From an optimization exercise on the open Yosys and OpenROAD flow, aimed at small area; shortcuts taken in it are not production practice. The RTL was checked by simulation tests, not by an equivalence proof against the original design. Power figures rest on the tool's default switching activity, not on a simulated workload.

==> 01-20 <==
==> flow/design.v <==
`timescale 1ns / 1ps
module fifo #(parameter WIDTH=64, parameter DEPTH=8)(
    input clk, 
    input res_n, 
    input shift_in, 
    input shift_out, 
    input [WIDTH-1:0] data_in,  
    output full, 
    output empty,
    output [WIDTH-1:0] data_out
    );
    wire [DEPTH-1:0] valid;
    wire [WIDTH-1:0] out [DEPTH-1:0];
    assign full = &valid;
    assign empty = ~(|valid);
    assign data_out = out[DEPTH-1] ;
    genvar i;
    generate
        for (i = 0; i < DEPTH; i = i+1) begin
            if (i == 0)begin
                FF ff(  .clk(clk), .res_n(res_n), .si(shift_in), .so(shift_out), 
                        .data_in(data_in), .pre(1'b0), .next(valid[i+1]), .pre_out(0), 
                        .out(out[i]), .valid(valid[i]));
            end else if (i == DEPTH - 1) begin
                FF ff(  .clk(clk), .res_n(res_n), .si(shift_in), .so(shift_out), 
                        .data_in(data_in), .pre(valid[i-1]), .next(1'b1), .pre_out(out[i-1]), 
                        .out(out[i]), .valid(valid[i]));
            end else begin
                FF ff(  .clk(clk), .res_n(res_n), .si(shift_in), .so(shift_out), 
                        .data_in(data_in), .pre(valid[i-1]), .next(valid[i+1]), .pre_out(out[i-1]), 
                        .out(out[i]), .valid(valid[i]));
            end
        end
    endgenerate
endmodule
module FF #(parameter WIDTH = 64, parameter DEPTH=8)(
    input clk,
    input res_n,
    input [WIDTH - 1: 0] data_in,
    input [WIDTH - 1: 0] pre_out,
    input si,
    input so,
    input pre,
    input next,
    output [WIDTH - 1:0] out,
    output reg valid
);
    reg [WIDTH-1:0] data;
    assign out = data;
    always @(posedge clk or negedge res_n) begin
        if (~res_n) begin
            data <= 0;
            valid <= 1'b0;
        end else begin
            if (~so && ~si) begin
                data <= data;
                valid <= valid;
            end else if (so && si) begin
                if(valid && ~pre) begin
                    data <= data_in;
                    valid <= 1'b1;
                end else begin
                    data <= pre_out;
                    valid <= pre;
                end
            end else if (~so && si ) begin
                if (~valid && next) begin
                    data <= data_in;
                    valid <= 1'b1;
                end else begin
                    data <= data;
                    valid <= valid;
                end
            end else if (so && ~si) begin
                data <= pre_out;
                valid <= pre;
            end else begin
                data <= data;
                valid <= 1'bx;
            end
        end
    end
endmodule 
==> flow/run.sh <==
#!/bin/bash
# synth_recipe.tcl (not shown) runs the flow's synth.tcl, then flattens the netlist and writes it again
# the make line also repeats each setting of config.mk as NAME=value (left out here)
make -C /OpenROAD-flow-scripts/flow DESIGN_CONFIG=/design/flow/config.mk WORK_HOME=/design/flow/orfs CLKGATE_MAP_FILE= SYNTH_SCRIPT=/design/flow/synth_recipe.tcl finish
==> flow/config.mk <==
export PLATFORM = sky130hd
export DESIGN_NAME = fifo
export DESIGN_NICKNAME = fifo
export VERILOG_FILES = /design/flow/design.v
export SDC_FILE = /design/flow/constraint.sdc
export NUM_CORES = 4
export LEC_CHECK = 0
export CAP_MARGIN = 20
export CORE_MARGIN = 2
export CORE_UTILIZATION = 40
export SLEW_MARGIN = 20
==> flow/constraint.sdc <==
create_clock -name core_clock -period 5.0 [get_ports {clk}]
set_input_delay 1.0000 -clock core_clock [delete_from_list [all_inputs] [get_ports {clk}]]
set_output_delay 1.0000 -clock core_clock [all_outputs]
set_load 0.01 [all_outputs]
==> inputs of 10-24, as changes to 01-20 <==
==> flow/design.v (replaced) <==
module fifo #(parameter WIDTH=64, parameter DEPTH=8)(
    input clk,
    input res_n,
    input shift_in,
    input shift_out,
    input [WIDTH-1:0] data_in,
    output full,
    output empty,
    output [WIDTH-1:0] data_out
    );
    reg [3:0] cnt;
    reg [WIDTH-1:0] mem [0:DEPTH-1];
    assign full  = cnt[3];
    assign empty = ~(|cnt);
    wire pop  = shift_out & ~empty;
    wire push = shift_in & (~empty ? (~full | shift_out) : ~shift_out);
    wire grow   = push & ~pop;
    wire shrink = pop & ~push;
    wire [3:0] tog;
    assign tog[0] = grow | shrink;
    assign tog[1] = tog[0] & (cnt[0] ~^ grow);
    assign tog[2] = tog[1] & (cnt[1] ~^ grow);
    assign tog[3] = tog[2] & (cnt[2] ~^ grow);
    always @(posedge clk or negedge res_n) begin
        if (~res_n)
            cnt <= 4'd0;
        else
            cnt <= cnt ^ tog;
    end
    integer k;
    always @(posedge clk)
        if (push) begin
            mem[0] <= data_in;
            for (k = 1; k < DEPTH; k = k + 1)
                mem[k] <= mem[k-1];
        end
    wire [DEPTH-1:0] sel;
    genvar g;
    generate
        for (g = 0; g < DEPTH; g = g + 1) begin : dec
            if (g == DEPTH - 1)
                assign sel[g] = cnt[3];
            else
                assign sel[g] = (cnt[2:0] == g + 1);
        end
    endgenerate
    generate
        for (g = 0; g < WIDTH; g = g + 1) begin : rm
            fifo_rmux u (.sel(sel),
                .d({mem[7][g], mem[6][g], mem[5][g], mem[4][g], mem[3][g], mem[2][g], mem[1][g], mem[0][g]}),
                .y(data_out[g]));
        end
    endgenerate
endmodule
module fifo_rmux (
    input  [7:0] sel,
    input  [7:0] d,
    output       y
);
    wire n0, n1;
    fifo_aoi222 g0 (.a(d[0]), .b(sel[0]), .c(d[1]), .d(sel[1]), .e(d[2]), .f(sel[2]), .y(n0));
    fifo_aoi222 g1 (.a(d[3]), .b(sel[3]), .c(d[4]), .d(sel[4]), .e(d[5]), .f(sel[5]), .y(n1));
    assign y = ~(n0 & n1) | (d[6] & sel[6]) | (d[7] & sel[7]);
endmodule
module fifo_aoi222 (input a, b, c, d, e, f, output y);
    assign y = ~((a & b) | (c & d) | (e & f));
endmodule
==> flow/flow/run.sh (new file) <==
#!/bin/bash
# The standard layout (standard.sh) with three changes:
#  - the port buffers are the smallest buffer cell (buf_1);
#  - the clock tree is built from small clock buffers in larger sink clusters, without
#    dummy loads;
#  - global placement and placement repair buffer high-fanout nets with the small buffers
#    only (flow/small_bufs.tcl, sourced before those two steps).
# make's output goes to flow_make.log; each ORFS step also keeps its own log under orfs/logs/.
set -euo pipefail
here=$(pwd)
bash standard.sh \
  "BUFFER_PORTS_ARGS=-buffer_cell sky130_fd_sc_hd__buf_1" \
  "CTS_ARGS=-sink_clustering_enable -repair_clock_nets -dont_use_dummy_load -sink_clustering_size 11 -sink_clustering_max_diameter 70 -buf_list {sky130_fd_sc_hd__clkbuf_4}" \
  "PRE_GLOBAL_PLACE_TCL=$here/flow/small_bufs.tcl" \
  "PRE_RESIZE_TCL=$here/flow/small_bufs.tcl" \
  finish > flow_make.log 2>&1
==> flow/flow/small_bufs.tcl (new file) <==
# keep the resizer's buffering to the small buffers
set_dont_use [get_lib_cells {sky130_fd_sc_hd__buf_6 sky130_fd_sc_hd__buf_8 sky130_fd_sc_hd__buf_12 sky130_fd_sc_hd__buf_16 sky130_fd_sc_hd__bufbuf_8 sky130_fd_sc_hd__bufbuf_16}]
==> flow/standard.sh (new file) <==
#!/bin/bash
# synth_recipe.tcl (not shown) runs the flow's synth.tcl, then flattens the netlist and writes it again
# the make line also repeats each setting of config.mk as NAME=value (left out here)
make -C /OpenROAD-flow-scripts/flow DESIGN_CONFIG=/design/flow/config.mk WORK_HOME=/design/flow/orfs CLKGATE_MAP_FILE= SYNTH_SCRIPT=/design/flow/synth_recipe.tcl "${@:-finish}"
--- a/flow/config.mk
+++ b/flow/config.mk
@@ -9,3 +9,5 @@
 export CORE_MARGIN = 2
-export CORE_UTILIZATION = 40
+export CORE_UTILIZATION = 60
 export SLEW_MARGIN = 20
+export SYNTH_HIERARCHICAL = 1
+export SYNTH_MINIMUM_KEEP_SIZE = 0
removed: flow/run.sh
==> inputs of 06-17, as changes to 01-20 <==
==> flow/design.v (replaced) <==
module fifo #(parameter WIDTH=64, parameter DEPTH=8)(
    input clk,
    input res_n,
    input shift_in,
    input shift_out,
    input [WIDTH-1:0] data_in,
    output full,
    output empty,
    output [WIDTH-1:0] data_out
    );
    reg [2:0] wp, rp;
    reg       full_r, empty_r;
    reg [WIDTH-1:0] mem [0:DEPTH-1];
    wire pop  = shift_out & ~empty_r;
    wire push = shift_in & (empty_r ? ~shift_out : (~full_r | shift_out));
    assign full = full_r;
    assign empty = empty_r;
    always @(posedge clk or negedge res_n) begin
        if (~res_n) begin
            wp <= 3'd0; rp <= 3'd0; full_r <= 1'b0; empty_r <= 1'b1;
        end else begin
            if (push) wp <= wp + 3'd1;
            if (pop)  rp <= rp + 3'd1;
            if (push & ~pop) begin
                empty_r <= 1'b0;
                full_r  <= (wp + 3'd1) == rp;
            end else if (pop & ~push) begin
                full_r  <= 1'b0;
                empty_r <= (rp + 3'd1) == wp;
            end
        end
    end
    integer k;
    always @(posedge clk)
        for (k = 0; k < DEPTH; k = k + 1)
            if (push && wp == k) mem[k] <= data_in;
    reg [WIDTH-1:0] rd;
    always @* begin
        rd = {WIDTH{1'b0}};
        for (k = 0; k < DEPTH; k = k + 1)
            rd = rd | (mem[k] & {WIDTH{rp == k}});
    end
    assign data_out = rd;
endmodule
==> flow/flow/run.sh (new file) <==
#!/bin/bash
# Standard ORFS layout, with the port buffers made of the smallest buffer and a clock tree
# built from small clock buffers without dummy loads.
set -euo pipefail
bash standard.sh \
  "BUFFER_PORTS_ARGS=-buffer_cell sky130_fd_sc_hd__buf_1" \
  "CTS_ARGS=-sink_clustering_enable -repair_clock_nets -dont_use_dummy_load -buf_list {sky130_fd_sc_hd__clkbuf_4 sky130_fd_sc_hd__clkbuf_8}" \
  finish > flow_make.log 2>&1
==> flow/standard.sh (new file) <==
#!/bin/bash
# synth_recipe.tcl (not shown) runs the flow's synth.tcl, then flattens the netlist and writes it again
# the make line also repeats each setting of config.mk as NAME=value (left out here)
make -C /OpenROAD-flow-scripts/flow DESIGN_CONFIG=/design/flow/config.mk WORK_HOME=/design/flow/orfs CLKGATE_MAP_FILE= SYNTH_SCRIPT=/design/flow/synth_recipe.tcl "${@:-finish}"
removed: flow/run.sh
==> comparison table <==
                                                                              10-24           01-20           06-17
Status                                                               finished clean  finished clean  finished clean
Post-place instance area                                                18900 sq um     32300 sq um     20300 sq um
Average wire length per cell after detail routing                           26.0 um         19.2 um         25.5 um
TritonCTS buffer count                                                           52              60              83
P&R area growth vs syn                                                        8.78%           11.2%           12.5%
Non-clock inverter count                                                          1              10               6
Pre-CTS setup slack                                                         1610 ps         1270 ps         1330 ps
Non-Clock Buffer Count                                                          157             189             157
Count of synthesis-stage warnings from yosys                                      8               2               2
Number of synthesized flops with an enable pin                                  512               0             512
H-Tree Level Count                                                                2               2               3
Fmax                                                                        239 MHz         304 MHz         236 MHz
Net switching power figure                                                  3.66 mW         4.66 mW         4.38 mW
Post-synthesis instance total                                                   803            3350            1009
Register cell area after layout                                         15500 sq um     13000 sq um     15600 sq um
Max FFs per register                                                            512             448             512
Share of final-layout standard cells stronger than drive strength 1          0.0842          0.0486           0.119
First-pass DRT Iterations                                                        10               5               6
Met1 routing resource usage after global routing                              0.344           0.285           0.251
Peak per-stage delay on the critical path                                    810 ps          590 ps          840 ps
Critical-path maximum fanout                                                     26               8              44

========
==> inputs of 07-04 <==
fifo with an RTL version that a note above also has.
==> module fifo, before the edit <==
module fifo #(parameter WIDTH=64, parameter DEPTH=8)(
    input clk,
    input res_n,
    input shift_in,
    input shift_out,
    input [WIDTH-1:0] data_in,
    output full,
    output empty,
    output [WIDTH-1:0] data_out
    );
    reg [2:0] wp, rp;
    reg       full_r, empty_r;
    reg [WIDTH-1:0] mem [0:DEPTH-1];
    wire pop  = shift_out & ~empty_r;
    wire push = shift_in & (empty_r ? ~shift_out : (~full_r | shift_out));
    assign full = full_r;
    assign empty = empty_r;
    always @(posedge clk or negedge res_n) begin
        if (~res_n) begin
            wp <= 3'd0; rp <= 3'd0; full_r <= 1'b0; empty_r <= 1'b1;
        end else begin
            if (push) wp <= wp + 3'd1;
            if (pop)  rp <= rp + 3'd1;
            if (push & ~pop) begin
                empty_r <= 1'b0;
                full_r  <= (wp + 3'd1) == rp;
            end else if (pop & ~push) begin
                full_r  <= 1'b0;
                empty_r <= (rp + 3'd1) == wp;
            end
        end
    end
    integer k;
    always @(posedge clk)
        for (k = 0; k < DEPTH; k = k + 1)
            if (push && wp == k) mem[k] <= data_in;
    reg [WIDTH-1:0] rd;
    always @* begin
        rd = {WIDTH{1'b0}};
        for (k = 0; k < DEPTH; k = k + 1)
            rd = rd | (mem[k] & {WIDTH{rp == k}});
    end
    assign data_out = rd;
endmodule
Settings: LEC_CHECK=0, CAP_MARGIN=20, CORE_MARGIN=2, CORE_UTILIZATION=40, SLEW_MARGIN=20; clock period 5.0 ns.
run.sh (not shown) runs the stock make flow with config.mk's settings and CLKGATE_MAP_FILE= SYNTH_SCRIPT=/design/flow/synth_recipe.tcl, a recipe that flattens the netlist after the stock synthesis.
Stock flow here: none of the scripts above is used.
==> 12-15: changes against 07-04 <==
==> flow/design.v, changed modules only <==
module fifo #(parameter WIDTH=64, parameter DEPTH=8)(
    input clk,
    input res_n,
    input shift_in,
    input shift_out,
    input [WIDTH-1:0] data_in,
    output full,
    output empty,
    output [WIDTH-1:0] data_out
    );
    reg [DEPTH-1:0] valid;
    reg [WIDTH-1:0] mem [0:DEPTH-1];
    assign full  = valid[DEPTH-1];
    assign empty = ~valid[0];
    wire pop  = shift_out & valid[0];
    wire push = shift_in & (valid[0] ? (~valid[DEPTH-1] | shift_out) : ~shift_out);
    wire grow   = push & ~pop;
    wire shrink = pop & ~push;
    always @(posedge clk or negedge res_n) begin
        if (~res_n)
            valid <= {DEPTH{1'b0}};
        else
            valid <= {1'b0, valid[DEPTH-1:1]}
                   | (valid & {DEPTH{~shrink}})
                   | ({valid[DEPTH-2:0], 1'b1} & {DEPTH{grow}});
    end
    integer k;
    always @(posedge clk)
        if (push) begin
            mem[0] <= data_in;
            for (k = 1; k < DEPTH; k = k + 1)
                mem[k] <= mem[k-1];
        end
    wire [DEPTH-1:0] sel = valid & ~{1'b0, valid[DEPTH-1:1]};
    genvar g;
    generate
        for (g = 0; g < WIDTH; g = g + 1) begin : rm
            fifo_rmux u (.sel(sel),
                .d({mem[7][g], mem[6][g], mem[5][g], mem[4][g], mem[3][g], mem[2][g], mem[1][g], mem[0][g]}),
                .y(data_out[g]));
        end
    endgenerate
endmodule
module fifo_rmux (
    input  [7:0] sel,
    input  [7:0] d,
    output       y
);
    wire n0, n1;
    fifo_aoi222 g0 (.a(d[0]), .b(sel[0]), .c(d[1]), .d(sel[1]), .e(d[2]), .f(sel[2]), .y(n0));
    fifo_aoi222 g1 (.a(d[3]), .b(sel[3]), .c(d[4]), .d(sel[4]), .e(d[5]), .f(sel[5]), .y(n1));
    assign y = ~(n0 & n1) | (d[6] & sel[6]) | (d[7] & sel[7]);
endmodule
module fifo_aoi222 (input a, b, c, d, e, f, output y);
    assign y = ~((a & b) | (c & d) | (e & f));
endmodule
==> flow/flow/run.sh (new file) <==
#!/bin/bash
# The standard layout (standard.sh), with two changes: the port buffers are the
# smallest buffer cell, and the clock tree is built from small clock buffers in larger
# sink clusters, without dummy loads. make's output goes to flow_make.log; each ORFS step
# also keeps its own log under orfs/logs/.
set -euo pipefail
bash standard.sh \
  "BUFFER_PORTS_ARGS=-buffer_cell sky130_fd_sc_hd__buf_1" \
  "CTS_ARGS=-sink_clustering_enable -repair_clock_nets -dont_use_dummy_load -sink_clustering_size 20 -sink_clustering_max_diameter 60 -buf_list {sky130_fd_sc_hd__clkbuf_4 sky130_fd_sc_hd__clkbuf_8}" \
  finish > flow_make.log 2>&1
==> flow/standard.sh (new file) <==
#!/bin/bash
# synth_recipe.tcl (not shown) runs the flow's synth.tcl, then flattens the netlist and writes it again
# the make line also repeats each setting of config.mk as NAME=value (left out here)
make -C /OpenROAD-flow-scripts/flow DESIGN_CONFIG=/design/flow/config.mk WORK_HOME=/design/flow/orfs CLKGATE_MAP_FILE= SYNTH_SCRIPT=/design/flow/synth_recipe.tcl "${@:-finish}"
- CORE_UTILIZATION: 40 -> 60
- SYNTH_HIERARCHICAL: unset -> 1
- SYNTH_MINIMUM_KEEP_SIZE: unset -> 0
removed: flow/run.sh
==> 11-28: changes against 07-04 <==
==> flow/design.v, changed modules only <==
module fifo #(parameter WIDTH=64, parameter DEPTH=8)(
    input clk,
    input res_n,
    input shift_in,
    input shift_out,
    input [WIDTH-1:0] data_in,
    output full,
    output empty,
    output [WIDTH-1:0] data_out
    );
    reg [3:0] cnt;
    reg [WIDTH-1:0] mem [0:DEPTH-1];
    assign full  = cnt[3];
    assign empty = ~(|cnt);
    wire pop  = shift_out & ~empty;
    wire push = shift_in & (~empty ? (~full | shift_out) : ~shift_out);
    wire grow   = push & ~pop;
    wire shrink = pop & ~push;
    wire [3:0] tog;
    assign tog[0] = grow | shrink;
    assign tog[1] = tog[0] & (cnt[0] ~^ grow);
    assign tog[2] = tog[1] & (cnt[1] ~^ grow);
    assign tog[3] = tog[2] & (cnt[2] ~^ grow);
    always @(posedge clk or negedge res_n) begin
        if (~res_n)
            cnt <= 4'd0;
        else
            cnt <= cnt ^ tog;
    end
    integer k;
    always @(posedge clk)
        if (push) begin
            mem[0] <= data_in;
            for (k = 1; k < DEPTH; k = k + 1)
                mem[k] <= mem[k-1];
        end
    wire [DEPTH-1:0] sel;
    genvar g;
    generate
        for (g = 0; g < DEPTH; g = g + 1) begin : dec
            if (g == DEPTH - 1)
                assign sel[g] = cnt[3];
            else
                assign sel[g] = (cnt[2:0] == g + 1);
        end
    endgenerate
    generate
        for (g = 0; g < WIDTH; g = g + 1) begin : rm
            fifo_rmux u (.sel(sel),
                .d({mem[7][g], mem[6][g], mem[5][g], mem[4][g], mem[3][g], mem[2][g], mem[1][g], mem[0][g]}),
                .y(data_out[g]));
        end
    endgenerate
endmodule
module fifo_rmux (
    input  [7:0] sel,
    input  [7:0] d,
    output       y
);
    wire n0, n1;
    fifo_aoi222 g0 (.a(d[0]), .b(sel[0]), .c(d[1]), .d(sel[1]), .e(d[2]), .f(sel[2]), .y(n0));
    fifo_aoi222 g1 (.a(d[3]), .b(sel[3]), .c(d[4]), .d(sel[4]), .e(d[5]), .f(sel[5]), .y(n1));
    assign y = ~(n0 & n1) | (d[6] & sel[6]) | (d[7] & sel[7]);
endmodule
module fifo_aoi222 (input a, b, c, d, e, f, output y);
    assign y = ~((a & b) | (c & d) | (e & f));
endmodule
==> flow/flow/run.sh (new file) <==
#!/bin/bash
# The standard layout (standard.sh) with three changes:
#  - the port buffers are the smallest buffer cell (buf_1);
#  - the clock tree is built from small clock buffers in larger sink clusters, without
#    dummy loads;
#  - global placement and placement repair buffer high-fanout nets with the small buffers
#    only (flow/small_bufs.tcl, sourced before those two steps).
# make's output goes to flow_make.log; each ORFS step also keeps its own log under orfs/logs/.
set -euo pipefail
here=$(pwd)
bash standard.sh \
  "BUFFER_PORTS_ARGS=-buffer_cell sky130_fd_sc_hd__buf_1" \
  "CTS_ARGS=-sink_clustering_enable -repair_clock_nets -dont_use_dummy_load -sink_clustering_size 11 -sink_clustering_max_diameter 50 -buf_list {sky130_fd_sc_hd__clkbuf_4}" \
  "PRE_GLOBAL_PLACE_TCL=$here/flow/small_bufs.tcl" \
  "PRE_RESIZE_TCL=$here/flow/small_bufs.tcl" \
  finish > flow_make.log 2>&1
==> flow/flow/small_bufs.tcl (new file) <==
# keep the resizer's buffering to the small buffers
set_dont_use [get_lib_cells {sky130_fd_sc_hd__buf_6 sky130_fd_sc_hd__buf_8 sky130_fd_sc_hd__buf_12 sky130_fd_sc_hd__buf_16 sky130_fd_sc_hd__bufbuf_8 sky130_fd_sc_hd__bufbuf_16}]
==> flow/standard.sh (new file) <==
#!/bin/bash
# synth_recipe.tcl (not shown) runs the flow's synth.tcl, then flattens the netlist and writes it again
# the make line also repeats each setting of config.mk as NAME=value (left out here)
make -C /OpenROAD-flow-scripts/flow DESIGN_CONFIG=/design/flow/config.mk WORK_HOME=/design/flow/orfs CLKGATE_MAP_FILE= SYNTH_SCRIPT=/design/flow/synth_recipe.tcl "${@:-finish}"
- CORE_UTILIZATION: 40 -> 60
- SYNTH_HIERARCHICAL: unset -> 1
- SYNTH_MINIMUM_KEEP_SIZE: unset -> 0
removed: flow/run.sh
==> results.txt <==
Of 12-15 and 11-28, 12-15 has the higher clock power (gap about 10%, measured against 11-28). In 11-28 the sequential cell count is lower than in 12-15, by 4. First-iteration DRC count, highest first: 11-28, 12-15, 07-04. Synthesized cell count, highest first: 07-04, 12-15, 11-28. The lowest clock skew belongs to 07-04, the highest to 12-15. Utilization: 07-04 < 12-15 < 11-28. In critical path depth, 12-15 and 11-28 do not differ. Between 12-15 and 07-04, the lower count of clock-buffer cells in the layout is in 12-15 (gap 32).
==> figures <==
Status: 07-04 finished clean; 12-15 finished clean; 11-28 finished clean
Slew at the pin closest to its max-slew limit: 07-04 1.02 ns; 12-15 1.11 ns; 11-28 1.04 ns
Async SR Flop Fraction: 07-04 0.0154; 12-15 0.0154; 11-28 0.00775
Clock Skews: 07-04 0.0141 ns; 12-15 0.0402 ns; 11-28 0.0326 ns
Placement-stage worst setup slack: 07-04 1.08 ns; 12-15 1.70 ns; 11-28 1.61 ns
Fraction of met2 tracks used by global routing: 07-04 0.291; 12-15 0.348; 11-28 0.367
Proportion of cell area spent on the clock network: 07-04 0.0683; 12-15 0.0259; 11-28 0.0206
Area of placed instances: 07-04 21200 um2; 12-15 19200 um2; 11-28 18900 um2
Timing-limited maximum frequency: 07-04 0.222 GHz; 12-15 0.260 GHz; 11-28 0.238 GHz
Pre-antenna DRT Iters: 07-04 6; 12-15 11; 11-28 10
Post-Layout Inst Area: 07-04 22800 um2; 12-15 19700 um2; 11-28 19300 um2
Switching Power: 07-04 4.52 mW; 12-15 1.74 mW; 11-28 3.65 mW
Register-to-register path setup slack: 07-04 2.73 ns; 12-15 2.35 ns; 11-28 1.71 ns
Number of unique standard cell types used by synthesis: 07-04 38; 12-15 20; 11-28 23
Post-synthesis adder-cell area fraction: 07-04 0.00852; 12-15 0; 11-28 0.000704
Post-synth top area share: 07-04 0.806; 12-15 0.861; 11-28 0.866
Synth Area per Inst: 07-04 18.9 um2; 12-15 22.1 um2; 11-28 22.1 um2
N_diodes: 07-04 1; 12-15 0; 11-28 3

[what the ideal ports hide]
The results above use ideal ports. As a check the final layouts listed here were re-extracted and re-timed, cells and wires unchanged.
Step 1, drivers: a clkbuf_16 drives clk and a buf_2 each remaining input, both assumed.
Step 2 moves the port delays by t, midway between the first and last clock arrival at a register: inputs arrive t later, outputs are due t later. That takes back most of the time a late clock gives input paths.
Three values: no drivers, after step 1, after step 2; two values: the first two.
run | t, ns | setup slack, ns | worst hold slack (ns) | slew at the worst register clock pin (ns)
01-20 | 0.697 | 1.713 / 1.645 / 1.181 | 0.405 / 0.390 / 0.471 | 0.06 / 0.06
10-24 | 0.748 | 0.808 / 0.764 / 1.512 | 0.125 / 0.105 / 0.451 | 0.12 / 0.12
06-17 | 0.662 | 0.765 / 0.713 / 1.375 | 0.315 / 0.321 / 0.627 | 0.06 / 0.06
07-04 | 0.631 | 0.496 / 0.440 / 1.071 | 0.623 / 0.623 / 0.623 | 0.06 / 0.06
12-15 | 0.588 | 1.154 / 1.104 / 1.692 | 0.371 / 0.344 / 0.438 | 0.11 / 0.11
11-28 | 0.745 | 0.797 / 0.754 / 1.499 | 0.121 / 0.103 / 0.442 | 0.12 / 0.12
After both steps setup and hold are still met in every run listed. For 01-20, which loses most, drivers alone change the setup slack by -0.068 ns; drivers and shift together by -0.532 ns.
